Source: an optimization exercise on an open RTL-to-GDS flow (aim: small area and a short achievable clock period). Production flows keep margins and buffers that such runs may drop. Where RTL was checked, it was by simulation tests only, not by an equivalence proof against the original. The RTL of runs 2 to 5 was laid out without a check of its function.

==> flow/design.v, too long to show whole: its modules and the start of the top module <==
// module FPUFMAPipe: 264 lines
// module fma_booth_tree: 3518 lines
// module fma_cpa: 905 lines
// module fma_lzc_pairs: 198 lines
// module fma_round: 54 lines
// module fma_add: 27 lines
module FPUFMAPipe(
  input         clock,
                reset,
                io_in_valid,
                io_in_bits_ren3,
                io_in_bits_swap23,
  input  [2:0]  io_in_bits_rm,
  input  [1:0]  io_in_bits_fmaCmd,
  input  [64:0] io_in_bits_in1,
                io_in_bits_in2,
                io_in_bits_in3,
  output        io_out_valid,
  output [64:0] io_out_bits_data,
  output [4:0]  io_out_bits_exc
);
  // ...
==> flow/flow/run.sh <==
#!/bin/bash
# The standard layout (standard synthesis, floorplan, placement, CTS, routing),
# with ORFS's setup repair asked to leave extra setup slack so that it upsizes and
# buffers the slowest paths. The make output goes to flow.log, and ORFS keeps each
# step's full log under orfs/logs/.
set -uo pipefail
bash standard.sh SETUP_SLACK_MARGIN=10.65 finish > flow.log 2>&1
==> flow/standard.sh <==
#!/bin/bash
# synth_recipe.tcl (not shown) runs the flow's synth.tcl, then flattens the netlist and writes it again
# the make line also repeats each setting of config.mk as NAME=value (left out here)
make -C /OpenROAD-flow-scripts/flow DESIGN_CONFIG=/design/flow/config.mk WORK_HOME=/design/flow/orfs CLKGATE_MAP_FILE= SYNTH_SCRIPT=/design/flow/synth_recipe.tcl "${@:-finish}"
==> flow/config.mk <==
export PLATFORM = sky130hd
export DESIGN_NAME = FPUFMAPipe
export DESIGN_NICKNAME = FPUFMAPipe
export VERILOG_FILES = /design/flow/design.v
export SDC_FILE = /design/flow/constraint.sdc
export NUM_CORES = 8
export LEC_CHECK = 0
export ABC_AREA = 1
export CAP_MARGIN = 20
export CORE_MARGIN = 2
export CORE_UTILIZATION = 38
export SLEW_MARGIN = 20
==> flow/constraint.sdc <==
create_clock -name core_clock -period 16.0 [get_ports {clock}]
set_input_delay 3.2000 -clock core_clock [delete_from_list [all_inputs] [get_ports {clock}]]
set_output_delay 3.2000 -clock core_clock [all_outputs]
set_load 0.01 [all_outputs]
==> results.yml, run 1 <==
outcome:
  outcome: "complete, no violations"
layout:
  stdcell_count: 18480
  drive_gt1_share_pct: 10.8
  fin_nets: 16399
  seq_cells: 752
  final_cell_mix: "2,258 x nand2_1, 1,621 x xor2_1, 1,438 x inv_1"
yosys:
  yosys.area_share.adder_pct: 28.9
  synth-simple-area-share_pct: 17.8
  synth.area.top_cells: "fa_1 26%, dfxtp_1 14%, xor2_1 13%"
  synthTopCellsByCount: "2,324 x nand2_1, 1,635 x xor2_1, 1,472 x inv_1"
  synthArstFlopShare_pct: 0
  synth-xor-area-share_pct: 13.3
routing:
  top_layer: "met5"
  wl_mm: 610
  drt-initial-drc-count: 17818
  ant_nets: 0
  wire_per_inst_um: 33.0
worst_setup_path:
  crit_fanout: 12
  r2r_end: "e1_r0[80]"
  worst_r2r_path_depth: 18
  slowest_stage: "a211oi_4"
  r2r_start: "e0_sNat[2]"
  startpoint_type: "flop"
  crit_end: "e1_r0[80]"
  crit_arrival_ns: 6.11
floorplan:
  dieHeight_um: 544
  coreArea_um2: 291000
  die_area_um2: 296000
place:
  dp_cells: 17987
  gp_congestion: 1.08
hold_path:
  min_from: "e0_isNaN"
clocking:
  cts_tree: "done"
  post_cts_resized: 777
global_routing:
  use_met1_pct: 44.7
  grt_start_max_net_pins: 90
sta:
  tightest_slew_ns: 1.35
  period_needed_ns: 5.41
==> module FPUFMAPipe, before the edit <==
module FPUFMAPipe(
  input         clock,
                reset,
                io_in_valid,
                io_in_bits_ren3,
                io_in_bits_swap23,
  input  [2:0]  io_in_bits_rm,
  input  [1:0]  io_in_bits_fmaCmd,
  input  [64:0] io_in_bits_in1,
                io_in_bits_in2,
                io_in_bits_in3,
  output        io_out_valid,
  output [64:0] io_out_bits_data,
  output [4:0]  io_out_bits_exc
);
  wire [64:0] a = io_in_bits_in1;
  wire [64:0] b = io_in_bits_swap23 ? 65'h08000000000000000 : io_in_bits_in2;
  wire [64:0] c = (io_in_bits_ren3 | io_in_bits_swap23) ? io_in_bits_in3
                  : {io_in_bits_in1[64] ^ io_in_bits_in2[64], 64'h0};
  wire zA = ~(|a[63:61]);
  wire zB = ~(|b[63:61]);
  wire zC = ~(|c[63:61]);
  wire nanA = (&a[63:62]) & a[61];
  wire nanB = (&b[63:62]) & b[61];
  wire nanC = (&c[63:62]) & c[61];
  wire infA = (&a[63:62]) & ~a[61];
  wire infB = (&b[63:62]) & ~b[61];
  wire infC = (&c[63:62]) & ~c[61];
  wire signProd = a[64] ^ b[64] ^ io_in_bits_fmaCmd[1];
  wire doSub    = signProd ^ c[64] ^ io_in_bits_fmaCmd[0];
  wire [13:0] ex = {2'h0, a[63:52]};
  wire [13:0] ey = {2'h0, b[63:52]};
  wire [13:0] ez = {2'h3, ~c[63:52]};
  wire [13:0] k1 = 14'h3839;
  wire [13:0] s1 = ex ^ ey ^ ez;
  wire [13:0] c1 = {(ex[12:0] & ey[12:0]) | (ex[12:0] & ez[12:0]) | (ey[12:0] & ez[12:0]), 1'b0};
  wire [13:0] s2 = s1 ^ c1 ^ k1;
  wire [13:0] c2 = {(s1[12:0] & c1[12:0]) | (s1[12:0] & k1[12:0]) | (c1[12:0] & k1[12:0]), 1'b0};
  wire [13:0] sNat;
  fma_add #(14, 4) addNat (.a(s2), .b(c2), .cin(1'b0), .s(sNat));
  wire [12:0] k2 = 13'h1803;
  wire [12:0] s3 = ex[12:0] ^ ey[12:0] ^ k2;
  wire [12:0] c3 = {(ex[11:0] & ey[11:0]) | (ex[11:0] & k2[11:0]) | (ey[11:0] & k2[11:0]), 1'b0};
  wire [12:0] sExpProd;
  fma_add #(13, 4) addProd (.a(s3), .b(c3), .cin(1'b0), .s(sExpProd));
  wire isSigNaNAny = nanA & ~a[51] | nanB & ~b[51] | nanC & ~c[51];
  wire isNaNAOrB   = nanA | nanB;
  wire isInfProd   = infA | infB;
  wire invalidExc  = isSigNaNAny | infA & zB | zA & infB | ~isNaNAOrB & isInfProd & infC & doSub;
  wire outIsNaN    = isNaNAOrB | nanC;
  wire isInfOut    = isInfProd | infC;
  wire addZeros    = (zA | zB) & zC;
  wire rmMin       = io_in_bits_rm == 3'h2;
  wire CDomSign    = signProd ^ doSub;
  wire signK       = isInfProd & signProd | infC & CDomSign
                     | addZeros & ~rmMin & signProd & CDomSign
                     | addZeros & rmMin & (signProd | CDomSign);
  wire signEn      = ~isInfOut & ~addZeros;
  wire [54:0] yB = {1'b0, ~zB, b[51:0], 1'b0};    
  wire [26:0] bOne, bTwo;
  wire [25:0] bNeg;
  genvar gi;
  generate
    for (gi = 0; gi < 27; gi = gi + 1) begin : booth
      wire y0 = yB[2*gi];        
      wire y1 = yB[2*gi+1];      
      wire y2 = yB[2*gi+2];      
      assign bOne[gi] = y1 ^ y0;
      assign bTwo[gi] = y2 & ~y1 & ~y0 | ~y2 & y1 & y0;
      if (gi < 26) begin : n
        assign bNeg[gi] = y2;
      end
    end
  endgenerate
  wire [52:0] sigCx = {~zC, c[51:0]} ^ {53{doSub}};
  reg         v0;
  reg  [52:0] e0_sigA;
  reg  [26:0] e0_one, e0_two;
  reg  [25:0] e0_neg;
  reg  [52:0] e0_sigCx;
  reg         e0_doSub, e0_signProd, e0_zAB, e0_zC;
  reg  [13:0] e0_sNat;
  reg  [12:0] e0_sExpProd;
  reg  [11:0] e0_expC;
  reg         e0_invalid, e0_isNaN, e0_isInf, e0_addZeros, e0_signK, e0_signEn;
  reg  [2:0]  e0_rm;
  always @(posedge clock) begin
    v0 <= io_in_valid;
    e0_sigA <= {~zA, a[51:0]};
    e0_one <= bOne;
    e0_two <= bTwo;
    e0_neg <= bNeg;
    e0_sigCx <= sigCx;
    e0_doSub <= doSub;
    e0_signProd <= signProd;
    e0_zAB <= zA | zB;
    e0_zC <= zC;
    e0_sNat <= sNat;
    e0_sExpProd <= sExpProd;
    e0_expC <= c[63:52];
    e0_invalid <= invalidExc;
    e0_isNaN <= outIsNaN;
    e0_isInf <= isInfOut;
    e0_addZeros <= addZeros;
    e0_signK <= signK;
    e0_signEn <= signEn;
    e0_rm <= io_in_bits_rm;
  end
  wire e0_isMin = e0_zAB | e0_sNat[13];
  wire e0_big = ~e0_isMin & (e0_sNat[12:0] > 13'hA0);
  wire e0_CIsDom = ~e0_zC & (e0_isMin | e0_sNat[12:0] < 13'h36);
  wire [12:0] e0_sExpSum = e0_CIsDom ? {1'h0, e0_expC} : e0_sExpProd;
  wire [7:0] e0_u = e0_sNat[7:0];
  wire [7:0] CAlignDist = e0_isMin ? 8'h0 : e0_big ? 8'hA1 : e0_u;
  wire [164:0] shC = $signed({e0_doSub, e0_sigCx, {111{e0_doSub}}}) >>> e0_u;
  wire [105:0] cadd = (e0_isMin | e0_big) ? {106{e0_doSub}} : shC[108:3];
  wire [54:0] highC = e0_isMin ? {e0_sigCx, e0_doSub, e0_doSub} : e0_big ? {55{e0_doSub}} : shC[163:109];
  wire [2:0] lowC = e0_isMin ? {3{e0_doSub}} : e0_big ? e0_sigCx[52:50] : shC[2:0];
  wire [64:0] reduced4CExtra_shift = $signed(65'sh10000000000000000 >>> CAlignDist[7:2]);
  wire [12:0] cGrp;
  genvar cg;
  generate
    for (cg = 0; cg < 13; cg = cg + 1) begin : cgrp
      assign cGrp[cg] = e0_doSub ? ~(&e0_sigCx[4*cg+3:4*cg]) : (|e0_sigCx[4*cg+3:4*cg]);
    end
  endgenerate
  wire [12:0] cGen = cGrp
                   & {reduced4CExtra_shift[24], reduced4CExtra_shift[25], reduced4CExtra_shift[26],
                      reduced4CExtra_shift[27], reduced4CExtra_shift[28], reduced4CExtra_shift[29],
                      reduced4CExtra_shift[30], reduced4CExtra_shift[31], reduced4CExtra_shift[32],
                      reduced4CExtra_shift[33], reduced4CExtra_shift[34], reduced4CExtra_shift[35],
                      reduced4CExtra_shift[36]};
  wire bit0AlignedSigC = e0_doSub ? (&lowC) & ~(|cGen) : (|lowC) | (|cGen);
  wire [106:0] tr0, tr1;
  fma_booth_tree tree (
    .a(e0_sigA), .one(e0_one), .two(e0_two), .neg(e0_neg),
    .cadd(cadd), .r0(tr0), .r1(tr1));
  reg          v1;
  reg  [106:0] e1_r0, e1_r1;
  reg  [54:0]  e1_high;
  reg          e1_bit0, e1_doSub, e1_CIsDom, e1_signProd;
  reg  [5:0]   e1_CAlignDist;
  reg  [12:0]  e1_sExpSum;
  reg          e1_invalid, e1_isNaN, e1_isInf, e1_addZeros, e1_signK, e1_signEn;
  reg  [2:0]   e1_rm;
  always @(posedge clock) begin
    if (reset) v1 <= 1'b0; else v1 <= v0;
    e1_r0 <= tr0;
    e1_r1 <= tr1;
    e1_high <= highC;
    e1_bit0 <= bit0AlignedSigC;
    e1_doSub <= e0_doSub;
    e1_CIsDom <= e0_CIsDom;
    e1_signProd <= e0_signProd;
    e1_CAlignDist <= CAlignDist[5:0];
    e1_sExpSum <= e0_sExpSum;
    e1_invalid <= e0_invalid;
    e1_isNaN <= e0_isNaN;
    e1_isInf <= e0_isInf;
    e1_addZeros <= e0_addZeros;
    e1_signK <= e0_signK;
    e1_signEn <= e0_signEn;
    e1_rm <= e0_rm;
  end
  wire [105:0] sum0, sum1;
  wire c105_0, c105_1;
  wire sumIsM1;    
  fma_cpa cpa (.x(e1_r0[105:0]), .y(e1_r1[105:0]), .sum0(sum0), .sum1(sum1),
               .cout0(c105_0), .cout1(c105_1), .pall(sumIsM1));
  wire m106 = e1_r0[106] ^ e1_r1[106];
  wire mAR106_0 = m106 ^ c105_0;
  wire mAR106_1 = m106 ^ c105_1;
  wire [54:0] hiOnes;
  assign hiOnes[0] = 1'b1;
  genvar hi;
  generate
    for (hi = 1; hi < 55; hi = hi + 1) begin : hio
      assign hiOnes[hi] = &e1_high[hi-1:0];
    end
  endgenerate
  wire [54:0] T3 = e1_high ^ (hiOnes & {55{mAR106_0}});
  wire [1:0]  T3_1 = e1_high[1:0] ^ (hiOnes[1:0] & {2{mAR106_1}});
  wire [161:0] sigSum = {T3, sum0, e1_bit0};
  wire [107:0] CDom_absSigSum = e1_doSub ? ~sigSum[161:54] : {1'h0, e1_high[54:53], sigSum[159:55]};
  wire CDom_extraSticky = e1_doSub ? sum0[52:0] != 53'h1FFFFFFFFFFFFF : (|(sum0[53:0]));
  wire nSign = T3[2];
  wire [108:0] Y = sigSum[108:0];
  wire [108:0] Yp = e1_doSub ? (e1_bit0 ? {T3_1, sum1, 1'b0} : {T3[1:0], sum0, 1'b1}) : Y;
  wire [108:0] notCDom_abs = nSign ? ~Y : Yp;
  wire [109:0] X = e1_CIsDom ? {CDom_absSigSum, 2'b00} : {1'b0, notCDom_abs};
  wire [5:0] ndPos, ndNeg;
  wire anyPos, anyNeg;
  fma_lzc_pairs lzcP (.x({1'b0, Yp}), .nd(ndPos), .any(anyPos));
  fma_lzc_pairs lzcN (.x({1'b0, ~Y}), .nd(ndNeg), .any(anyNeg));
  wire [5:0] nd = nSign ? ndNeg : ndPos;
  wire t3IsM1 = (e1_high[1:0] == 2'h3) & ~m106 | (e1_high[1:0] == 2'h2) & m106;
  wire signM1 = e1_high[2] ^ (e1_high[1] & e1_high[0] & m106);
  wire complCanc = e1_bit0 & sumIsM1 & t3IsM1 & (signM1 | e1_doSub);
  wire [6:0] sh = e1_CIsDom ? {1'b0, e1_CAlignDist} : {nd, 1'b0};
  wire e1_rmMin = e1_rm == 3'h2;
  wire rawSign = e1_signK | e1_signEn & (e1_CIsDom ? e1_signProd ^ e1_doSub
                                          : complCanc ? e1_rmMin : e1_signProd ^ nSign);
  wire rawIsZero = e1_addZeros | ~e1_CIsDom & complCanc;
  reg          v2;
  reg  [109:0] e2_X;
  reg  [6:0]   e2_sh;
  reg  [12:0]  e2_sExpSum;
  reg          e2_CIsDom, e2_doSub, e2_extraSticky;
  reg          e2_invalid, e2_isNaN, e2_isInf, e2_isZero, e2_sign;
  reg  [2:0]   e2_rm;
  always @(posedge clock) begin
    if (reset) v2 <= 1'b0; else v2 <= v1;
    e2_X <= X;
    e2_sh <= sh;
    e2_sExpSum <= e1_sExpSum - {12'h0, e1_CIsDom & e1_doSub};
    e2_CIsDom <= e1_CIsDom;
    e2_doSub <= e1_doSub;
    e2_extraSticky <= e1_CIsDom & CDom_extraSticky;
    e2_invalid <= e1_invalid;
    e2_isNaN <= e1_isNaN;
    e2_isInf <= e1_isInf;
    e2_isZero <= rawIsZero;
    e2_sign <= rawSign;
    e2_rm <= e1_rm;
  end
  wire [109:0] xs6 = e2_sh[6] ? {e2_X[45:0], 64'h0} : e2_X;
  wire [109:0] xs5 = e2_sh[5] ? {xs6[77:0], 32'h0} : xs6;
  wire [109:0] xs4 = e2_sh[4] ? {xs5[93:0], 16'h0} : xs5;
  wire [109:0] xs3 = e2_sh[3] ? {xs4[101:0], 8'h0} : xs4;
  wire [109:0] xs2 = e2_sh[2] ? {xs3[105:0], 4'h0} : xs3;
  wire [109:0] xs1 = e2_sh[1] ? {xs2[107:0], 2'h0} : xs2;
  wire [109:0] Xs  = e2_sh[0] ? {xs1[108:0], 1'h0} : xs1;
  wire [12:0] grp = {|(e2_X[51:48]), |(e2_X[47:44]), |(e2_X[43:40]), |(e2_X[39:36]), |(e2_X[35:32]),
                     |(e2_X[31:28]), |(e2_X[27:24]), |(e2_X[23:20]), |(e2_X[19:16]), |(e2_X[15:12]),
                     |(e2_X[11:8]), |(e2_X[7:4]), |(e2_X[3:0])};
  wire [4:0] shq = e2_sh[6:2];
  reg grpSticky;
  integer k;
  always @(*) begin
    grpSticky = 1'b0;
    for (k = 0; k < 13; k = k + 1)
      if ({27'h0, shq} + k <= 12) grpSticky = grpSticky | grp[k];
  end
  wire sticky = (|(Xs[54:52])) | grpSticky | e2_extraSticky;
  wire [55:0] rawSig = {Xs[109:55], sticky};
  wire [12:0] rawExp = e2_sExpSum - {6'h0, e2_sh & {7{~e2_CIsDom}}};
  wire [64:0] rOut;
  wire [4:0]  rExc;
  fma_round rnd (
    .io_invalidExc(e2_invalid), .io_in_isNaN(e2_isNaN), .io_in_isInf(e2_isInf),
    .io_in_isZero(e2_isZero), .io_in_sign(e2_sign), .io_in_sExp(rawExp), .io_in_sig(rawSig),
    .io_roundingMode(e2_rm), .io_out(rOut), .io_exceptionFlags(rExc));
  reg         v3;
  reg  [64:0] e3_data;
  reg  [4:0]  e3_exc;
  always @(posedge clock) begin
    if (reset) v3 <= 1'b0; else v3 <= v2;
    e3_data <= ({65{rOut[63:61] != 3'h7}} | 65'h1EFEFFFFFFFFFFFFF) & rOut;
    e3_exc <= rExc;
  end
  assign io_out_valid = v3;
  assign io_out_bits_data = e3_data;
  assign io_out_bits_exc = e3_exc;
endmodule
==> inputs of run 2 (changes only) <==
--- a/flow/design.v
+++ b/flow/design.v
@@ -159,19 +159,18 @@
     e1_isInf <= e0_isInf;
     e1_addZeros <= e0_addZeros;
     e1_signK <= e0_signK;
     e1_signEn <= e0_signEn;
     e1_rm <= e0_rm;
   end
   wire [105:0] sum0, sum1;
   wire c105_0, c105_1;
-  wire sumIsM1;    
   fma_cpa cpa (.x(e1_r0[105:0]), .y(e1_r1[105:0]), .sum0(sum0), .sum1(sum1),
-               .cout0(c105_0), .cout1(c105_1), .pall(sumIsM1));
+               .cout0(c105_0), .cout1(c105_1));
   wire m106 = e1_r0[106] ^ e1_r1[106];
   wire mAR106_0 = m106 ^ c105_0;
   wire mAR106_1 = m106 ^ c105_1;
   wire [54:0] hiOnes;
   assign hiOnes[0] = 1'b1;
   genvar hi;
   generate
     for (hi = 1; hi < 55; hi = hi + 1) begin : hio
@@ -188,19 +187,17 @@
   wire [108:0] Yp = e1_doSub ? (e1_bit0 ? {T3_1, sum1, 1'b0} : {T3[1:0], sum0, 1'b1}) : Y;
   wire [108:0] notCDom_abs = nSign ? ~Y : Yp;
   wire [109:0] X = e1_CIsDom ? {CDom_absSigSum, 2'b00} : {1'b0, notCDom_abs};
   wire [5:0] ndPos, ndNeg;
   wire anyPos, anyNeg;
   fma_lzc_pairs lzcP (.x({1'b0, Yp}), .nd(ndPos), .any(anyPos));
   fma_lzc_pairs lzcN (.x({1'b0, ~Y}), .nd(ndNeg), .any(anyNeg));
   wire [5:0] nd = nSign ? ndNeg : ndPos;
-  wire t3IsM1 = (e1_high[1:0] == 2'h3) & ~m106 | (e1_high[1:0] == 2'h2) & m106;
-  wire signM1 = e1_high[2] ^ (e1_high[1] & e1_high[0] & m106);
-  wire complCanc = e1_bit0 & sumIsM1 & t3IsM1 & (signM1 | e1_doSub);
+  wire complCanc = nSign ? ~anyNeg & ~(|notCDom_abs[1:0]) : ~anyPos & ~(|Yp[1:0]);
   wire [6:0] sh = e1_CIsDom ? {1'b0, e1_CAlignDist} : {nd, 1'b0};
   wire e1_rmMin = e1_rm == 3'h2;
   wire rawSign = e1_signK | e1_signEn & (e1_CIsDom ? e1_signProd ^ e1_doSub
                                           : complCanc ? e1_rmMin : e1_signProd ^ nSign);
   wire rawIsZero = e1_addZeros | ~e1_CIsDom & complCanc;
   reg          v2;
   reg  [109:0] e2_X;
   reg  [6:0]   e2_sh;
@@ -3781,18 +3778,17 @@
   assign r1[106] = c3014;
 endmodule
 module fma_cpa(
   input [105:0] x,
   input [105:0] y,
   output [105:0] sum0,
   output [105:0] sum1,
   output cout0,
-  output cout1,
-  output pall
+  output cout1
 );
   wire [105:0] g0 = x & y;
   wire [105:0] p0 = x ^ y;
   wire G0_1 = g0[1] | (p0[1] & g0[0]);
   wire P0_1 = p0[1] & p0[0];
   wire G0_3 = g0[3] | (p0[3] & g0[2]);
   wire P0_3 = p0[3] & p0[2];
   wire G0_5 = g0[5] | (p0[5] & g0[4]);
@@ -4678,17 +4674,16 @@
   assign sum0[103] = p0[103] ^ G6_102;
   assign sum1[103] = p0[103] ^ (G6_102 | P6_102);
   assign sum0[104] = p0[104] ^ G6_103;
   assign sum1[104] = p0[104] ^ (G6_103 | P6_103);
   assign sum0[105] = p0[105] ^ G6_104;
   assign sum1[105] = p0[105] ^ (G6_104 | P6_104);
   assign cout0 = G6_105;
   assign cout1 = G6_105 | P6_105;
-  assign pall = P6_105;
 endmodule
 module fma_lzc_pairs(
   input [109:0] x,
   output [5:0] nd,
   output any
 );
   wire [63:0] v;
   assign v[0] = x[109] | x[108];
==> results.yml, run 2 <==
yosys:
  synthArstFlopShare_pct: 0
  ys_seq_elements: 752
  syn_area_per_cell_um2: 7.65
  yosysWarnings: 3
  synth-simple-area-share_pct: 17.5
  synth_edf_count: 0
  synth.area.top_cells: "fa_1 26%, dfxtp_1 14%, xor2_1 13%"
  synth_top_area_cell: "fa_1"
  synth_top_area_share_pct: 26.0
  syn_nets: 16356
  synth_cell_types: 72
  synth-xor-area-share_pct: 13.4
  ys_seq_area_share_pct: 13.6
  synth_most_common_cell: "nand2_1"
  yosys.area_share.adder_pct: 29.0
  synthFlopType: "dfxtp_1"
  netlist_area_um2: 111000
  synth_top_family_by_area: "adder cells"
  synth-compound-area-share_pct: 15.7
  synthTopCellsByCount: "2,300 x nand2_1, 1,638 x xor2_1, 1,491 x inv_1"
  syn_inst: 14446
  synthMuxAreaShare_pct: 1.10
worst_setup_path:
  crit_type: "flop to flop"
  slowest_stage: "fa_1"
  worst-path-buf-inv: 3
  cpMostUsedCell: "fa_1"
  crit_arrival_ns: 6.28
  max_stage_delay_ns: 0.66
  startpoint_type: "flop"
  crit_chain: "inv_4 -> buf_12 -> o22ai_1 -> xor2_1 -> fa_1 -> fa_1 -> fa_1 -> fa_1 -> fa_1 -> fa_1 -> fa_1 -> inv_1"
  crit_fanout: 15
  critPathTopFamily: "adder cells"
  required_ns: 16.74
  end_kind: "flop"
floorplan:
  dieHeight_um: 543
  die_area_um2: 295000
  die-width_um: 543
  rows: 198
  initial_core_util_pct: 38.1
  io_pins: 276
  coreArea_um2: 290000
routing:
  viasPerCell: 6.30
  vias: 115199
  dr.pass1.iters: 13
  wire_per_inst_um: 33.7
  ant_nets: 0
  drc_errors: 0
  drt-initial-drc-count: 17077
  wl_mm: 616
outcome:
  outcome: "complete, no violations"
sta:
  skew_ns: 0.0927
  tightest_slew_ns: 1.24
  slew-limit-headroom_pct: 16.4
  fin_tns_setup_ns: 0
  hold_viol: 0
  rsz0062_at_grt: "yes"
  period_needed_ns: 5.54
  max_clock_freq_mhz: 181
  post-route-period-util_pct: 34.6
  setup_viol: 0
  slew_viol_final: 0
layout:
  final_common_cell: "nand2_1"
  final_area_um2: 128000
  final_util_pct: 44.0
  drive_gt1_share_pct: 9.41
  area_delta_synth_final_pct: 15.3
  top_register: "e2_X"
  reg_top3: "e2_X x110, e1_r0 x107, e1_r1 x107"
  largest_reg_flops: 110
  n_fill_cell: 29431
  final_cell_mix: "2,233 x nand2_1, 1,623 x xor2_1, 1,462 x inv_1"
  fin_nets: 16170
place:
  dp_hpwl_mm: 434
  gp_congestion: 1.08
  placed_cell_area_um2: 117000
  portBuffers: 274
clocking:
  cts-root-buf: "clkbuf_16"
  clock_sinks: 752
  clockBufferDepth: 4
  h-tree-depth: 3
  cts.clk_slew.worst_paths_ns: 0.06
  cts_tree: "done"
  worstSkewPairLatency_ns: 0.89
  numCtsBuffers: 102
hold_path:
  hold_path_class: "flop to flop"
global_routing:
  gr-total-overflow: 0
  grt_pass1_vias: 111255
  grt_first_pass_wirelength_mm: 840
  grt_start_max_net_pins: 98
  antenna_found_initial: 44
  track_usage_pct: 39.8
job:
  maxCapViolCount: 0
## run 2: area by class of cell
class | count | area [um^2] | area share (%)
Timing Repair Buffer | 770 | 9510 | 7.46
Inverter | 1660 | 6860 | 5.38
Antenna cell | 35 | 87.6 | 0.0687
Timing Repair inverter | 8 | 68.8 | 0.0540
Sequential cell | 752 | 15100 | 11.9
Clock buffer | 127 | 2770 | 2.17
Multi-Input combinational cell | 10966 | 87400 | 68.6
Clock inverter | 57 | 779 | 0.611
Tap cell | 3900 | 4880 | 3.83
## run 2: timing repair
action | in CTS | in global routing
cloned | 30 | 35
hold endpoints to repair | 0 | 0
buffers inserted | 70 | 81
pin swaps | 58 | 95
resized for setup | 676 | 668
setup endpoints to repair | 424 | 255
hold buffers | 0 | 0
## run 2: final timing paths
check / start / end / slack (ns) / cells past startpoint
min reg2reg: e0_isNaN / e1_isNaN / 0.32 / 0
min: e0_isNaN / e1_isNaN / 0.32 / 0
max: e0_sigA[52] / e1_r0[69] / 10.46 / 12
max reg2reg: e0_sigA[52] / e1_r0[69] / 10.46 / 12
## run 2: kinds of logic (layout without fill, tap and decap cells)
logic type	after synthesis	after routing
AO/OA/AOI/OAI	2901	2901
XOR/XNOR	1688	1688
adder cells (fa/ha/maj)	1705	1705
buffers and inverters	2746	2622
flip-flops	752	752
multiplexers	122	122
other	1	36
AND/OR/NAND/NOR	4531	4549
## run 2: metrics by stage
stage	setup WS (ns)	hold WS, ns	instances
finish	10.46	0.321	18275
global route	10.40	0.322	18254
CTS	10.57	0.326	18122
detailed placement	8.17	0.312	17838
global placement	8.13	0.311	17837
floorplan	9.96	0.310	14446
## run 2: worst register-to-register path, cell delays in order, from the launching register on
cell and delay (ns):
dfxtp_2 0.60, inv_4 0.28, buf_12 0.30, o22ai_1 0.22
xor2_1 0.25, fa_1 0.47, fa_1 0.52, fa_1 0.62
fa_1 0.46, fa_1 0.47, fa_1 0.52, fa_1 0.66
inv_1 0.06
## run 2: routing by layer
| layer | vias up | share of wire, % | wire (um) | global-route usage [%] |
|---|---|---|---|---|
| li1 | 47492 | - | - | - |
| met1 | 55199 | 34 | 210000 | 45.8 |
| met2 | 9490 | 40 | 249000 | 57.3 |
| met3 | 3002 | 14 | 87200 | 16.0 |
| met4 | 16 | 11 | 69000 | 34.3 |
| met5 | - | 0.052 | 319 | 0.438 |
==> inputs of run 3 (changes only) <==
--- a/flow/design.v
+++ b/flow/design.v
@@ -192,6 +192,10 @@
   fma_lzc_pairs lzcP (.x({1'b0, Yp}), .nd(ndPos), .any(anyPos));
   fma_lzc_pairs lzcN (.x({1'b0, ~Y}), .nd(ndNeg), .any(anyNeg));
   wire [5:0] nd = nSign ? ndNeg : ndPos;
+  wire [12:0] expBase = e1_sExpSum - {12'h0, e1_CIsDom & e1_doSub};
+  wire [12:0] expPos = expBase - {6'h0, ndPos, 1'b0};
+  wire [12:0] expNeg = expBase - {6'h0, ndNeg, 1'b0};
+  wire [12:0] rawExpS2 = e1_CIsDom ? expBase : nSign ? expNeg : expPos;
   wire complCanc = nSign ? ~anyNeg & ~(|notCDom_abs[1:0]) : ~anyPos & ~(|Yp[1:0]);
   wire [6:0] sh = e1_CIsDom ? {1'b0, e1_CAlignDist} : {nd, 1'b0};
   wire e1_rmMin = e1_rm == 3'h2;
@@ -201,7 +205,7 @@
   reg          v2;
   reg  [109:0] e2_X;
   reg  [6:0]   e2_sh;
-  reg  [12:0]  e2_sExpSum;
+  reg  [12:0]  e2_rawExp;
   reg          e2_CIsDom, e2_doSub, e2_extraSticky;
   reg          e2_invalid, e2_isNaN, e2_isInf, e2_isZero, e2_sign;
   reg  [2:0]   e2_rm;
@@ -209,7 +213,7 @@
     if (reset) v2 <= 1'b0; else v2 <= v1;
     e2_X <= X;
     e2_sh <= sh;
-    e2_sExpSum <= e1_sExpSum - {12'h0, e1_CIsDom & e1_doSub};
+    e2_rawExp <= rawExpS2;
     e2_CIsDom <= e1_CIsDom;
     e2_doSub <= e1_doSub;
     e2_extraSticky <= e1_CIsDom & CDom_extraSticky;
@@ -240,7 +244,7 @@
   end
   wire sticky = (|(Xs[54:52])) | grpSticky | e2_extraSticky;
   wire [55:0] rawSig = {Xs[109:55], sticky};
-  wire [12:0] rawExp = e2_sExpSum - {6'h0, e2_sh & {7{~e2_CIsDom}}};
+  wire [12:0] rawExp = e2_rawExp;
   wire [64:0] rOut;
   wire [4:0]  rExc;
   fma_round rnd (
==> results.yml, run 3 <==
yosys:
  syn_inst: 14505
  syn_nets: 16414
  synth_top_area_cell: "fa_1"
  synth_top_area_share_pct: 25.9
  ys_seq_elements: 751
  syn_area_per_cell_um2: 7.63
  netlist_area_um2: 111000
  synthArstFlopShare_pct: 0
  synth_cell_types: 70
  synthFlopType: "dfxtp_1"
  synth.area.top_cells: "fa_1 26%, dfxtp_1 14%, xor2_1 13%"
  synth_most_common_cell: "nand2_1"
  ys_seq_area_share_pct: 13.6
  yosysWarnings: 3
  synthTopCellsByCount: "2,291 x nand2_1, 1,617 x xor2_1, 1,478 x inv_1"
  synth_edf_count: 0
clocking:
  h-tree-depth: 3
  cts_tree: "done"
  clockBufferDepth: 4
  cts.clk_slew.worst_paths_ns: 0.06
  numCtsBuffers: 99
  cts_hold_buffers: 0
  cts-root-buf: "clkbuf_16"
  clock_sinks: 751
  worstSkewPairLatency_ns: 0.91
sta:
  post-route-period-util_pct: 36.1
  period_needed_ns: 5.78
  slew_viol_final: 0
  hold_ws_ns: 0.326
  rsz0062_at_grt: "yes"
  hold_viol: 0
  slew-limit-headroom_pct: 14.7
  tightest_slew_ns: 1.27
  max_clock_freq_mhz: 173
  fin_tns_setup_ns: 0
  skew_ns: 0.108
  setup_viol: 0
routing:
  drc_errors: 0
  vias: 115606
  viasPerCell: 6.29
  wl_mm: 602
  dr.pass1.iters: 12
  ant_nets: 0
  wire_per_inst_um: 32.8
  drt-initial-drc-count: 17850
floorplan:
  io_pins: 276
  coreArea_um2: 290000
  die-width_um: 544
  die_area_um2: 296000
  dieHeight_um: 544
  initial_core_util_pct: 38.1
  rows: 198
global_routing:
  grt_first_pass_wirelength_mm: 819
  antenna_found_initial: 36
  track_usage_pct: 38.7
  grt_start_max_net_pins: 82
  gr-total-overflow: 0
  grt_pass1_vias: 109735
worst_setup_path:
  critPathTopFamily: "simple AND/OR/NAND/NOR gates"
  crit_arrival_ns: 6.58
  crit_fanout: 5
  worst-path-buf-inv: 7
  max_stage_delay_ns: 0.32
  slowest_stage: "dfxtp_1"
  rrSetupSlack_ns: 10.22
  crit_type: "flop to flop"
  required_ns: 16.80
  startpoint_type: "flop"
  end_kind: "flop"
layout:
  fin_nets: 16271
  drive_gt1_share_pct: 11.7
  n_fill_cell: 29103
  largest_reg_flops: 110
  final_cell_mix: "2,189 x nand2_1, 1,606 x xor2_1, 1,430 x inv_1"
  area_delta_synth_final_pct: 17.1
  top_register: "e2_X"
  reg_top3: "e2_X x110, e1_r0 x107, e1_r1 x107"
  final_common_cell: "nand2_1"
place:
  gp_congestion: 1.07
  dp_hpwl_mm: 417
  portBuffers: 274
job:
  maxCapViolCount: 0
hold_path:
  hold_path_class: "flop to flop"
outcome:
  outcome: "complete, no violations"
## run 3: what timing repair did
| action | 4_1_cts | 5_1_grt |
|---|---|---|
| cloned | 31 | 33 |
| pin swaps | 110 | 184 |
| endpoints found under the setup margin | 393 | 235 |
| buffers inserted | 102 | 120 |
| resized for setup | 1006 | 683 |
## run 3: metal layers
layer,GRT usage [%],share of wire (%)
met1,44.5,34
met2,54.8,40
met3,16.4,15
met4,33.5,11
met5,0.925,0.11
## run 3: final timing paths
check	end	cells after the start	start
max	e2_rawExp[12]	40	e1_r0[18]
min	e1_rm[1]	0	e0_rm[1]
max reg2reg	e2_rawExp[12]	40	e1_r0[18]
min reg2reg	e1_rm[1]	0	e0_rm[1]
## run 3: kinds of logic after synthesis
kind of cell | share of synthesized area (%)
compound gates | 15.9
xor+xnor | 13.2
fa+ha+maj | 29.0
buf+inv | 9.58
flops | 13.6
mux | 0.804
other cells | 0.00339
simple gates | 17.9
## run 3: final cells by class
class | count | area (um^2) | area share [%]
Multi-Input combinational cell | 11012 | 88900 | 68.5
Sequential cell | 751 | 15200 | 11.7
Timing Repair Buffer | 835 | 10300 | 7.93
Inverter | 1652 | 6900 | 5.32
Tap cell | 3900 | 4880 | 3.76
Clock buffer | 125 | 2730 | 2.10
Clock inverter | 55 | 714 | 0.551
Timing Repair inverter | 11 | 96.3 | 0.0743
Antenna cell | 31 | 77.6 | 0.0598
## run 3: stage by stage
stage | util (%) | cells | worst slack (ns) | cell area, um^2
after floorplan | - | 14505 | 9.96 | 111000
after global placement | 40.2 | 17875 | 8.26 | 117000
after detailed placement | 40.3 | 17875 | 8.28 | 117000
after CTS | 43.2 | 18188 | 10.33 | 126000
after global routing | 44.7 | 18345 | 9.93 | 130000
final | 44.7 | 18372 | 10.22 | 130000
==> inputs of run 4 (changes only) <==
--- a/flow/design.v
+++ b/flow/design.v
@@ -36,13 +36,7 @@
   wire [13:0] c1 = {(ex[12:0] & ey[12:0]) | (ex[12:0] & ez[12:0]) | (ey[12:0] & ez[12:0]), 1'b0};
   wire [13:0] s2 = s1 ^ c1 ^ k1;
   wire [13:0] c2 = {(s1[12:0] & c1[12:0]) | (s1[12:0] & k1[12:0]) | (c1[12:0] & k1[12:0]), 1'b0};
-  wire [13:0] sNat;
-  fma_add #(14, 4) addNat (.a(s2), .b(c2), .cin(1'b0), .s(sNat));
-  wire [12:0] k2 = 13'h1803;
-  wire [12:0] s3 = ex[12:0] ^ ey[12:0] ^ k2;
-  wire [12:0] c3 = {(ex[11:0] & ey[11:0]) | (ex[11:0] & k2[11:0]) | (ey[11:0] & k2[11:0]), 1'b0};
-  wire [12:0] sExpProd;
-  fma_add #(13, 4) addProd (.a(s3), .b(c3), .cin(1'b0), .s(sExpProd));
+  wire [8:0] sNatLo = {1'b0, s2[7:0]} + {1'b0, c2[7:0]};
   wire isSigNaNAny = nanA & ~a[51] | nanB & ~b[51] | nanC & ~c[51];
   wire isNaNAOrB   = nanA | nanB;
   wire isInfProd   = infA | infB;
@@ -79,8 +73,8 @@
   reg  [25:0] e0_neg;
   reg  [52:0] e0_sigCx;
   reg         e0_doSub, e0_signProd, e0_zAB, e0_zC;
-  reg  [13:0] e0_sNat;
-  reg  [12:0] e0_sExpProd;
+  reg  [8:0]  e0_sNatLo;
+  reg  [5:0]  e0_sNatS, e0_sNatC;
   reg  [11:0] e0_expC;
   reg         e0_invalid, e0_isNaN, e0_isInf, e0_addZeros, e0_signK, e0_signEn;
   reg  [2:0]  e0_rm;
@@ -95,8 +89,9 @@
     e0_signProd <= signProd;
     e0_zAB <= zA | zB;
     e0_zC <= zC;
-    e0_sNat <= sNat;
-    e0_sExpProd <= sExpProd;
+    e0_sNatLo <= sNatLo;
+    e0_sNatS <= s2[13:8];
+    e0_sNatC <= c2[13:8];
     e0_expC <= c[63:52];
     e0_invalid <= invalidExc;
     e0_isNaN <= outIsNaN;
@@ -106,6 +101,11 @@
     e0_signEn <= signEn;
     e0_rm <= io_in_bits_rm;
   end
+  wire [5:0] sNatHi;
+  fma_add #(6, 3) addNatHi (.a(e0_sNatS), .b(e0_sNatC), .cin(e0_sNatLo[8]), .s(sNatHi));
+  wire [13:0] e0_sNat = {sNatHi, e0_sNatLo[7:0]};
+  wire [12:0] e0_sExpProd;
+  fma_add #(13, 4) addProd (.a(e0_sNat[12:0]), .b({1'b0, e0_expC} + 13'h1FCB), .cin(1'b0), .s(e0_sExpProd));
   wire e0_isMin = e0_zAB | e0_sNat[13];
   wire e0_big = ~e0_isMin & (e0_sNat[12:0] > 13'hA0);
   wire e0_CIsDom = ~e0_zC & (e0_isMin | e0_sNat[12:0] < 13'h36);
@@ -192,10 +192,6 @@
   fma_lzc_pairs lzcP (.x({1'b0, Yp}), .nd(ndPos), .any(anyPos));
   fma_lzc_pairs lzcN (.x({1'b0, ~Y}), .nd(ndNeg), .any(anyNeg));
   wire [5:0] nd = nSign ? ndNeg : ndPos;
-  wire [12:0] expBase = e1_sExpSum - {12'h0, e1_CIsDom & e1_doSub};
-  wire [12:0] expPos = expBase - {6'h0, ndPos, 1'b0};
-  wire [12:0] expNeg = expBase - {6'h0, ndNeg, 1'b0};
-  wire [12:0] rawExpS2 = e1_CIsDom ? expBase : nSign ? expNeg : expPos;
   wire complCanc = nSign ? ~anyNeg & ~(|notCDom_abs[1:0]) : ~anyPos & ~(|Yp[1:0]);
   wire [6:0] sh = e1_CIsDom ? {1'b0, e1_CAlignDist} : {nd, 1'b0};
   wire e1_rmMin = e1_rm == 3'h2;
@@ -205,15 +201,15 @@
   reg          v2;
   reg  [109:0] e2_X;
   reg  [6:0]   e2_sh;
-  reg  [12:0]  e2_rawExp;
+  reg  [12:0]  e2_sExpSum;
   reg          e2_CIsDom, e2_doSub, e2_extraSticky;
   reg          e2_invalid, e2_isNaN, e2_isInf, e2_isZero, e2_sign;
   reg  [2:0]   e2_rm;
   always @(posedge clock) begin
     if (reset) v2 <= 1'b0; else v2 <= v1;
-    e2_X <= X;
+    e2_X <= sh[6] ? {X[45:0], 64'h0} : X;    
     e2_sh <= sh;
-    e2_rawExp <= rawExpS2;
+    e2_sExpSum <= e1_sExpSum - {12'h0, e1_CIsDom & e1_doSub};
     e2_CIsDom <= e1_CIsDom;
     e2_doSub <= e1_doSub;
     e2_extraSticky <= e1_CIsDom & CDom_extraSticky;
@@ -224,8 +220,7 @@
     e2_sign <= rawSign;
     e2_rm <= e1_rm;
   end
-  wire [109:0] xs6 = e2_sh[6] ? {e2_X[45:0], 64'h0} : e2_X;
-  wire [109:0] xs5 = e2_sh[5] ? {xs6[77:0], 32'h0} : xs6;
+  wire [109:0] xs5 = e2_sh[5] ? {e2_X[77:0], 32'h0} : e2_X;
   wire [109:0] xs4 = e2_sh[4] ? {xs5[93:0], 16'h0} : xs5;
   wire [109:0] xs3 = e2_sh[3] ? {xs4[101:0], 8'h0} : xs4;
   wire [109:0] xs2 = e2_sh[2] ? {xs3[105:0], 4'h0} : xs3;
@@ -234,7 +229,7 @@
   wire [12:0] grp = {|(e2_X[51:48]), |(e2_X[47:44]), |(e2_X[43:40]), |(e2_X[39:36]), |(e2_X[35:32]),
                      |(e2_X[31:28]), |(e2_X[27:24]), |(e2_X[23:20]), |(e2_X[19:16]), |(e2_X[15:12]),
                      |(e2_X[11:8]), |(e2_X[7:4]), |(e2_X[3:0])};
-  wire [4:0] shq = e2_sh[6:2];
+  wire [4:0] shq = {1'b0, e2_sh[5:2]};
   reg grpSticky;
   integer k;
   always @(*) begin
@@ -244,7 +239,7 @@
   end
   wire sticky = (|(Xs[54:52])) | grpSticky | e2_extraSticky;
   wire [55:0] rawSig = {Xs[109:55], sticky};
-  wire [12:0] rawExp = e2_rawExp;
+  wire [12:0] rawExp = e2_sExpSum - {6'h0, e2_sh & {7{~e2_CIsDom}}};
   wire [64:0] rOut;
   wire [4:0]  rExc;
   fma_round rnd (
--- a/flow/flow/run.sh
+++ b/flow/flow/run.sh
@@ -4,4 +4,4 @@
 # buffers the slowest paths. The make output goes to flow.log, and ORFS keeps each
 # step's full log under orfs/logs/.
 set -uo pipefail
-bash standard.sh SETUP_SLACK_MARGIN=10.65 finish > flow.log 2>&1
+bash standard.sh SETUP_SLACK_MARGIN=10.8 finish > flow.log 2>&1
==> results.yml, run 4 <==
sta:
  fin_tns_setup_ns: 0
  slew-limit-headroom_pct: 12.1
  slew_viol_final: 0
  post-route-period-util_pct: 37.1
  tightest_slew_ns: 1.31
  max_clock_freq_mhz: 168
  rsz0062_at_grt: "yes"
  period_needed_ns: 5.94
  hold_viol: 0
  setup_viol: 0
  skew_ns: 0.0913
  setup_slack_ns: 10.06
global_routing:
  grt_first_pass_wirelength_mm: 824
  antenna_found_initial: 27
  grt_start_max_net_pins: 111
  grt_pass1_vias: 112419
  track_usage_pct: 38.0
  gr-total-overflow: 0
worst_setup_path:
  rrSetupSlack_ns: 10.06
  required_ns: 16.72
  crit_fanout: 54
  worst_r2r_path_depth: 14
  crit_arrival_ns: 6.66
  slowest_stage: "o21ai_0"
  cp.depth: 14
  crit_end: "e1_r0[68]"
  worst-path-buf-inv: 4
  max_stage_delay_ns: 0.63
  critPathTopFamily: "compound AO/OA/AOI/OAI gates"
  crit_chain: "buf_4 -> inv_2 -> buf_6 -> o21ai_0 -> mux2i_1 -> o21ai_0 -> o21ai_0 -> nand2_4 -> o211ai_1 -> fa_2 -> fa_2 -> fa_2 -> fa_2 -> inv_4"
  end_kind: "flop"
  cp-startpoint: "e0_sNatLo[2]"
  crit_type: "flop to flop"
  startpoint_type: "flop"
  cpMostUsedCell: "fa_2"
  r2r_start: "e0_sNatLo[2]"
  r2r_end: "e1_r0[68]"
yosys:
  synthTopCellsByCount: "2,659 x nand2_1, 1,649 x xor2_1, 1,438 x fa_1"
  synthArstFlopShare_pct: 0
  syn_nets: 16549
  syn_area_per_cell_um2: 7.62
  synth_most_common_cell: "nand2_1"
  netlist_area_um2: 112000
  syn_inst: 14649
  ys_seq_elements: 744
  yosysWarnings: 3
  synthFlopType: "dfxtp_1"
  synth_cell_types: 85
  ys_seq_area_share_pct: 13.3
  synth_top_area_cell: "fa_1"
  synth.area.top_cells: "fa_1 26%, dfxtp_1 13%, xor2_1 13%"
  synth_top_area_share_pct: 25.8
  synth_edf_count: 0
layout:
  area.sequential_um2: 15000
  final_common_cell: "nand2_1"
  area_delta_synth_final_pct: 17.8
  multi_input_area_um2: 91100
  reg_top3: "e2_X x110, e1_r0 x107, e1_r1 x107"
  top_register: "e2_X"
  final_cell_mix: "2,480 x nand2_1, 1,642 x xor2_1, 1,434 x o22ai_1"
  largest_reg_flops: 110
  drive_gt1_share_pct: 15.2
  fin_nets: 16534
  n_fill_cell: 29138
routing:
  ant_nets: 0
  wl_mm: 592
  vias: 116570
  viasPerCell: 6.25
  dr.pass1.iters: 11
  wire_per_inst_um: 31.7
  drt-initial-drc-count: 17235
  drc_errors: 0
clocking:
  cts_tree: "done"
  cts_hold_buffers: 0
  h-tree-depth: 3
  clockBufferDepth: 4
  worstSkewPairLatency_ns: 0.92
  cts-root-buf: "clkbuf_16"
  cts.clk_slew.worst_paths_ns: 0.07
  numCtsBuffers: 98
  clock_sinks: 744
place:
  gp_congestion: 1.06
  pre_cts_slack_ns: 8.20
  portBuffers: 274
  dp_hpwl_mm: 406
floorplan:
  initial_core_util_pct: 38.1
  die-width_um: 546
  coreArea_um2: 293000
  die_area_um2: 298000
  io_pins: 276
  dieHeight_um: 546
  rows: 199
hold_path:
  min_from: "e0_invalid"
  hold_path_class: "flop to flop"
outcome:
  outcome: "complete, no violations"
job:
  maxCapViolCount: 0
-- run 4: cell count changes after synthesis, moves of 26 or more --
cell and delta:
nor2_1 +27, xor2_1 +32, a22oi_1 +46, a21oi_1 -26, nand2_2 +43, nand2_1 +368, o21ai_0 -51, o211ai_1 -45
inv_1 -62, nand3_1 -283
-- run 4: per-stage QoR --
| step | area (um^2) | hold WS [ns] | utilization, % | instances |
|---|---|---|---|---|
| 2_1_floorplan | 112000 | 0.310 | - | 14649 |
| 3_3_place_gp | 117000 | 0.310 | 39.9 | 18006 |
| 3_5_place_dp | 117000 | 0.312 | 39.9 | 18007 |
| 4_1_cts | 128000 | 0.313 | 43.7 | 18458 |
| 5_1_grt | 131000 | 0.314 | 44.9 | 18630 |
| 6_report | 132000 | 0.313 | 44.9 | 18649 |
-- run 4: cell families (layout without fill, tap and decap cells) --
logic type / count (synthesis) / after routing / share of synthesized area [%]
XOR/XNOR: 1701 / 1701 / 13.4
adder cells (fa/ha/maj): 1695 / 1695 / 28.7
other: 1 / 22 / 0.00336
flip-flops: 744 / 744 / 13.3
AO/OA/AOI/OAI: 2918 / 2918 / 15.8
multiplexers: 87 / 87 / 0.780
buffers and inverters: 2715 / 2750 / 9.52
AND/OR/NAND/NOR: 4788 / 4813 / 18.6
-- run 4: how the worst min path moves through the flow --
stage	endpoint	slack, ns	cells past startpoint
6_report	e1_invalid	0.31	0
5_1_grt	e1_invalid	0.31	0
4_1_cts	e1_invalid	0.31	0
3_5_place_dp	e1_addZeros	0.31	0
3_3_place_gp	e1_signK	0.31	0
2_1_floorplan	e1_addZeros	0.31	0
-- run 4: cell type report --
| cell class | count | area share, % |
|---|---|---|
| inverters | 1618 | 4.92 |
| well taps | 3919 | 3.73 |
| repair buffers | 942 | 7.95 |
| flip-flops and latches | 744 | 11.4 |
| repair inverters | 15 | 0.155 |
| diodes | 21 | 0.0400 |
| clock buffers | 123 | 2.03 |
| multi-input cells | 11215 | 69.3 |
| clock inverters | 52 | 0.530 |
-- run 4: what timing repair did --
action	CTS	global route
setup buffers	221	155
cloned	55	15
pin swaps	354	291
gates resized for setup	1184	554
setup endpoints to repair	443	365
-- run 4: routing by layer --
layer | vias up | GRT usage [%] | wire (um)
met4 | 18 | 32.8 | 68000
met1 | 55454 | 43.0 | 199000
li1 | 48288 | - | -
met3 | 3141 | 15.5 | 83600
met5 | - | 0.849 | 406
met2 | 9669 | 55.3 | 241000
==> inputs of run 5 (changes only) <==
--- a/flow/design.v
+++ b/flow/design.v
@@ -136,7 +136,9 @@
     .a(e0_sigA), .one(e0_one), .two(e0_two), .neg(e0_neg),
     .cadd(cadd), .r0(tr0), .r1(tr1));
   reg          v1;
-  reg  [106:0] e1_r0, e1_r1;
+  reg  [106:0] e1_r0n, e1_r1n;    
+  wire [106:0] e1_r0 = ~e1_r0n;
+  wire [106:0] e1_r1 = ~e1_r1n;
   reg  [54:0]  e1_high;
   reg          e1_bit0, e1_doSub, e1_CIsDom, e1_signProd;
   reg  [5:0]   e1_CAlignDist;
@@ -145,8 +147,8 @@
   reg  [2:0]   e1_rm;
   always @(posedge clock) begin
     if (reset) v1 <= 1'b0; else v1 <= v0;
-    e1_r0 <= tr0;
-    e1_r1 <= tr1;
+    e1_r0n <= ~tr0;
+    e1_r1n <= ~tr1;
     e1_high <= highC;
     e1_bit0 <= bit0AlignedSigC;
     e1_doSub <= e0_doSub;
--- a/flow/config.mk
+++ b/flow/config.mk
@@ -9,4 +9,5 @@
 export CAP_MARGIN = 20
 export CORE_MARGIN = 2
 export CORE_UTILIZATION = 38
+export CTS_BUF_LIST = sky130_fd_sc_hd__clkbuf_4 sky130_fd_sc_hd__clkbuf_8
 export SLEW_MARGIN = 20
==> results.yml, run 5 <==
worst_setup_path:
  r2r_end: "e1_r0n[34]"
  max_stage_delay_ns: 0.58
  crit_fanout: 4
  startpoint_type: "flop"
  crit_chain: "fa_2 -> fa_2 -> inv_2 -> nor2_2 -> a211oi_2 -> fa_1 -> inv_1 -> or4_4 -> nor3_4 -> nand2_2 -> buf_12 -> inv_16 -> nand2_8 -> buf_12 -> buf_12 -> buf_8 -> buf_6 -> o21ai_4 -> inv_2 -> fa_2 -> fa_2 -> fa_2 -> fa_2"
  worst-path-buf-inv: 9
  critPathTopFamily: "adder cells"
  r2r_start: "e0_sNatS[0]"
  required_ns: 16.81
  crit_type: "flop to flop"
  cpMostUsedCell: "fa_2"
  end_kind: "flop"
  slowest_stage: "o21ai_4"
  crit_arrival_ns: 7.04
  cp-startpoint: "e0_sNatS[0]"
  rrSetupSlack_ns: 9.78
  worst_r2r_path_depth: 23
global_routing:
  top_usage_layer: "met2"
  grt_pass1_vias: 113185
  met3_usage_pct: 17.0
  grt_start_max_net_pins: 111
  track_usage_pct: 40.3
  antenna_found_initial: 38
  grt_util_met2_pct: 58.0
  use_met1_pct: 48.2
  grt_first_pass_wirelength_mm: 864
  gr-total-overflow: 0
routing:
  drc_errors: 0
  wl_mm: 627
  viasPerCell: 6.22
  wire_per_inst_um: 33.1
  vias: 117970
  ant_nets: 0
  dr.pass1.iters: 11
  drt-initial-drc-count: 17312
clocking:
  cts.clk_slew.worst_paths_ns: 0.06
  worstSkewPairLatency_ns: 1.09
  clockBufferDepth: 4
  numCtsBuffers: 149
  clock_sinks: 744
  cts_tree: "done"
  h-tree-depth: 4
  cts-root-buf: "clkbuf_8"
layout:
  n_fill_cell: 29446
  final_common_cell: "nand2_1"
  stdcell_count: 18974
  top_register: "e2_X"
  reg_top3: "e2_X x110, e1_r0n x107, e1_r1n x107"
  final_cell_mix: "2,622 x nand2_1, 1,612 x xor2_1, 1,447 x o22ai_1"
  final_area_um2: 131000
  fin_nets: 16842
  drive_gt1_share_pct: 14.6
  area_delta_synth_final_pct: 17.5
  largest_reg_flops: 110
floorplan:
  rows: 198
  io_pins: 276
  die-width_um: 545
  die_area_um2: 298000
  coreArea_um2: 291000
  dieHeight_um: 545
  initial_core_util_pct: 38.2
sta:
  max_clock_freq_mhz: 161
  skew_ns: 0.137
  tightest_slew_ns: 1.37
  rsz0062_at_grt: "yes"
  slew-limit-headroom_pct: 8.80
  post-route-period-util_pct: 38.9
  hold_viol: 0
  period_needed_ns: 6.22
  setup_viol: 0
  slew_viol_final: 0
  fin_tns_setup_ns: 0
yosys:
  synthFlopType: "dfxtp_1"
  synth_top_area_share_pct: 25.8
  synth_cell_types: 69
  netlist_area_um2: 111000
  synth_top_area_cell: "fa_1"
  yosysWarnings: 3
  synth.area.top_cells: "fa_1 26%, dfxtp_1 13%, xor2_1 13%"
  synth_most_common_cell: "nand2_1"
  synth_edf_count: 0
  syn_area_per_cell_um2: 7.51
  ys_seq_area_share_pct: 13.4
  synthArstFlopShare_pct: 0
  synthTopCellsByCount: "2,782 x nand2_1, 1,624 x xor2_1, 1,477 x inv_1"
  syn_nets: 16741
  ys_seq_elements: 744
  syn_inst: 14841
hold_path:
  holdPathStages: 0
  hold_path_class: "flop to flop"
  min_from: "e0_invalid"
  min_to: "e1_invalid"
place:
  gp_congestion: 1.06
  dp_hpwl_mm: 446
  placed_cell_area_um2: 117000
  dp_cells: 18227
  portBuffers: 274
job:
  maxCapViolCount: 0
outcome:
  outcome: "complete, no violations"
-- run 5: area by class of cell --
cell class	count	area [um^2]	share of cell area (%)
Multi-Input combinational cell	11374	90600	69.2
Sequential cell	744	15000	11.4
Timing Repair Buffer	1025	10500	8.05
Inverter	1643	6440	4.92
Tap cell	3900	4880	3.73
Clock buffer	210	2700	2.06
Clock inverter	54	672	0.513
Timing Repair inverter	5	77.6	0.0593
Antenna cell	19	47.5	0.0363
-- run 5: how the worst max path moves through the flow --
stage              endpoint  slack, ns  depth (start not counted)
6_report         e1_r0n[34]       9.78                         23
5_1_grt          e1_r0n[34]       9.73                         23
4_1_cts          e1_r0n[66]       9.95                         19
3_5_place_dp    e3_data[47]       7.97                         32
3_3_place_gp     e3_data[3]       8.03                         32
2_1_floorplan  e0_sNatLo[7]      10.48                         13
-- run 5: per-layer routing --
metal | vias to the layer above | part of all wire (%)
met5 | - | 0.085
met4 | 40 | 9.5
met3 | 2766 | 14
met2 | 9535 | 40
met1 | 56569 | 36
li1 | 49060 | -
-- run 5: repair_timing --
action | CTS | global route
endpoints found under the setup margin | 455 | 366
buffers inserted | 250 | 163
hold buffers | 0 | 0
pin swaps | 328 | 315
cloned | 42 | 8
resized for setup | 972 | 507
-- run 5: logic make-up after synthesis --
family | after synthesis | synth area share, %
multiplexers | 82 | 0.737
XOR/XNOR | 1665 | 13.1
AND/OR/NAND/NOR | 4942 | 18.7
other | 1 | 0.00337
adder cells (fa/ha/maj) | 1695 | 28.7
buffers and inverters | 2740 | 9.49
flip-flops | 744 | 13.4
AO/OA/AOI/OAI | 2972 | 15.9
-- run 5: worst register-to-register path: stages (launching register included) --
cell and delay [ns]:
dfxtp_2 0.32, fa_2 0.39, fa_2 0.34, inv_2 0.07
nor2_2 0.04, a211oi_2 0.16, fa_1 0.24, inv_1 0.05
or4_4 0.55, nor3_4 0.22, nand2_2 0.13, buf_12 0.17
inv_16 0.07, nand2_8 0.06, buf_12 0.17, buf_12 0.13
buf_8 0.12, buf_6 0.12, o21ai_4 0.58, inv_2 0.14
fa_2 0.50, fa_2 0.36, fa_2 0.56, fa_2 0.54
-- run 5: metrics by stage --
| step | setup WS (ns) | utilization, % | hold slack (ns) |
|---|---|---|---|
| finish | 9.78 | 44.9 | 0.327 |
| global placement | 8.03 | 40.3 | 0.311 |
| floorplan | 10.48 | - | 0.310 |
| detailed placement | 7.97 | 40.3 | 0.314 |
| global route | 9.73 | 44.9 | 0.332 |
| CTS | 9.95 | 43.8 | 0.328 |

## static timing again, ports no longer ideal
How much do the figures lean on ideal ports? The routed layouts below were timed once more, with nothing changed but the port constraints. Step 1 assumes that a clkbuf_16 drives the clock port and a buf_2 every other input. Step 2 adds t to the input delays and takes it off the output delays; t is the mean of the earliest and latest rising clock arrival at the registers after step 1. Input paths then give back, and output paths get back, about the clock's delay inside the block. Slacks: ideal ports / drivers / drivers and shift; pairs: ideal ports / drivers.
run | shift t [ns] | setup WS [ns] | latest minus earliest clock arrival (ns) | slew at the worst register clock pin (ns)
run 1 | 0.963 | 10.595 / 10.595 / 9.689 | 0.076 / 0.076 | 0.09 / 0.09
run 2 | 0.957 | 10.465 / 10.465 / 9.649 | 0.097 / 0.098 | 0.09 / 0.09
run 3 | 0.949 | 10.218 / 10.218 / 9.768 | 0.108 / 0.108 | 0.09 / 0.09
run 4 | 0.986 | 10.061 / 10.061 / 9.967 | 0.091 / 0.091 | 0.09 / 0.09
run 5 | 1.134 | 9.775 / 9.775 / 9.775 | 0.138 / 0.138 | 0.08 / 0.08
After both steps every run listed still meets setup and hold. The setup slack of run 1, which loses most, moves by 0.000 ns with the drivers and by -0.906 ns with both steps.
